This design comes from an exercise in tuning for small area on the open sky130 flow, not from production work.
The RTL was checked by simulation tests, not by an equivalence proof against the original design.
Power and IR drop assume default switching activity.

v14:
## decryption_top
module decryption_top #(
            parameter addr_witdth   = 8,
            parameter reg_width     = 16,
            parameter MST_DWIDTH    = 32,
            parameter SYS_DWIDTH    = 8
        )(
        input clk_sys,
        input rst_n,
        input [MST_DWIDTH -1 : 0]   data_i,
        input                       valid_i,
        output                      busy,
        output reg [SYS_DWIDTH - 1 : 0] data_o,
        output reg                      valid_o,
        input [addr_witdth - 1:0]   addr,
        input                       read,
        input                       write,
        input [reg_width - 1 : 0]   wdata,
        output reg [reg_width - 1 : 0] rdata,
        output reg                  done,
        output reg                  error
    );
Size in the first run: ~1900 cells after synthesis, ~89 I/O pins, ~24000 sq um of cells after synthesis.
clock: 7.5 ns
lec_check: 0
cap_margin: 20
core_margin: 2
core_utilization: 40
place_density: 0.6
slew_margin: 20
standard.sh (not shown) runs the stock make flow with config.mk's settings and CLKGATE_MAP_FILE= SYNTH_SCRIPT=/design/flow/synth_recipe.tcl, a recipe that flattens the netlist after the stock synthesis.
==> flow/flow/run.sh <==
#!/bin/bash
# Standard ORFS layout (the standard.sh) with two changes:
#  - clock tree synthesis without dummy loads, built from one small clock buffer type in larger clusters
#  - port buffers use the smallest buffer cell
set -euo pipefail
export CTS_ARGS="-sink_clustering_enable -repair_clock_nets -dont_use_dummy_load -buf_list {sky130_fd_sc_hd__clkbuf_8} -sink_clustering_size 16 -sink_clustering_max_diameter 60"
export BUFFER_PORTS_ARGS="-buffer_cell sky130_fd_sc_hd__buf_1"
bash standard.sh > standard.log 2>&1
--- input diff v14..v26 ---
- swapping 40 for 55 in CORE_UTILIZATION
- swapping 0.6 for 0.7 in PLACE_DENSITY
--- a/flow/flow/run.sh
+++ b/flow/flow/run.sh
@@ -2,2 +2,6 @@
-# Standard ORFS layout (the standard.sh) with two changes:
-#  - clock tree synthesis without dummy loads, built from one small clock buffer type in larger clusters
+# Standard ORFS layout (the standard.sh) with three changes:
+#  - synthesis maps the logic with an area-oriented ABC script (abc_area.script)
+#    instead of ORFS's delay-oriented one; everything else in the standard flow's synthesis
+#    script (registers, flattening, renaming) is unchanged
+#  - clock tree synthesis without dummy loads, built from clkbuf_8 in clusters
+#    of up to 16 sinks
@@ -5,0 +10,12 @@
+cd "$(dirname "$0")/.."
+here=$(pwd)
+{
+  echo 'proc abc {args} {'
+  echo '  set i [lsearch $args -script]'
+  echo "  if {\$i >= 0} { lset args [expr {\$i + 1}] $here/flow/abc_area.script }"
+  echo '  yosys abc {*}$args'
+  echo '}'
+  cat synth_recipe.tcl
+} > flow_synth.tcl
+grep -q "$here/synth_recipe.tcl" standard.sh
+sed "s#$here/synth_recipe.tcl#$here/flow_synth.tcl#" standard.sh > flow_standard.sh
@@ -8 +24 @@
-bash standard.sh > standard.log 2>&1
+bash flow_standard.sh > standard.log 2>&1
==> flow/flow/abc_area.script (new file) <==
strash
&get -n
&st
&syn2
&dch -f
&nf -R 1000 -p
&put
strash
dch -f
amap
==> run summary <==
The worst reg-to-reg setup slack number comes out lower for v26 vs v14.
In the metrics for v26 and v14, the one carrying the lower post-synthesis share of cell area spent on full adders, half adders and majority gates is v14.
Post-layout worst setup margin came out lower on v26 than on v14.
Looking at cell type of the slowest stage on the worst timing path, the sky130_fd_sc_hd__a2111oi_0 result is from v14; the sky130_fd_sc_hd__a2111oi_1 one comes from v26.
Achievable frequency in v26 vs v14: down about 17%
Summary — sequential power, v26 relative to v14: lower, by about 1%.
Diff v14 -> v26: xor and xnor fraction of the mapped netlist area lower; cell area after synthesis lower; first-pass GRT wire length lower.
Modified inputs, v39 compared to v26
- PLACE_DENSITY now 0.6, was 0.7
- CORE_UTILIZATION now 40, was 55
==> flow/flow/run.sh <==
#!/bin/bash
# Standard ORFS layout (the standard.sh) with two changes:
#  - clock tree synthesis without dummy loads, built from small clock buffers
#  - port buffers use the smallest buffer cell
set -euo pipefail
export CTS_ARGS="-sink_clustering_enable -repair_clock_nets -dont_use_dummy_load -buf_list {sky130_fd_sc_hd__clkbuf_4 sky130_fd_sc_hd__clkbuf_8}"
export BUFFER_PORTS_ARGS="-buffer_cell sky130_fd_sc_hd__buf_1"
bash standard.sh > standard.log 2>&1
removed: flow/flow/abc_area.script
Note that the routed wire length recorded for v26 amounts to 0.885 times the value seen in v39. Diff v26 -> v39: xor/xnor cell area share of the yosys netlist picked up an extra 1.3 points, sequential share of layout area shrank by 6.5 points, power consumed by the clock network grew by 54%, design internal power went up 0.00068 W. Changes observed in v39 relative to v26: core utilization has decreased, final worst hold slack has decreased.
--- input diff v39..v16 ---
==> flow/run.sh (new file) <==
#!/bin/bash
# synth_recipe.tcl (not shown) runs the flow's synth.tcl, then flattens the netlist and writes it again
# the make line also repeats each setting of config.mk as NAME=value (left out here)
make -C /OpenROAD-flow-scripts/flow DESIGN_CONFIG=/design/flow/config.mk WORK_HOME=/design/flow/orfs CLKGATE_MAP_FILE= SYNTH_SCRIPT=/design/flow/synth_recipe.tcl finish
removed: flow/flow/run.sh
removed: flow/standard.sh
--- outcome ---
v16 completed end to end with timing, DRC and antenna clean.
The final layout from v39, which completed every stage, passed the timing, DRC and antenna checks at the end of the flow.
Compared with v39, in v16 shortest clock period the worst path allows after layout up 0.52 ns; routed wire length up 960 um.
v16 vs v39, maximum frequency went down by about 8%.
From v39 to v16 the numbers moved as follows: overall power after layout picked up an extra 11%, critical path depth now smaller, worst-margin pin slew higher.
Compared to v39, v16 has worst setup slack 0.52 ns lower.

==> separate check: timing with driven ports <==
How much do the figures lean on ideal ports? The routed layouts below were timed once more, with nothing changed but the port constraints. Step 1: set_driving_cell puts a clkbuf_16 on clk_sys and a buf_2 on each other input, an assumption about the parent block. Step 2, shift: input delay + t, output delay - t, t = (earliest + latest rising clock arrival at the registers) / 2. This alone moves slack from input paths to output paths. Three values: no drivers, after step 1, after step 2; two values: the first two.
run | shift t [ns] | setup slack, ns | slew at the worst register clock pin (ns)
v14 | 0.671 | 1.636 / 1.636 / 1.636 | 0.11 / 0.11
v26 | 0.664 | 0.399 / 0.399 / 0.399 | 0.10 / 0.10
v39 | 0.702 | 1.863 / 1.863 / 1.863 | 0.06 / 0.06
v16 | 0.672 | 1.341 / 1.341 / 1.341 | 0.06 / 0.06
After both steps every run listed still meets setup and hold.
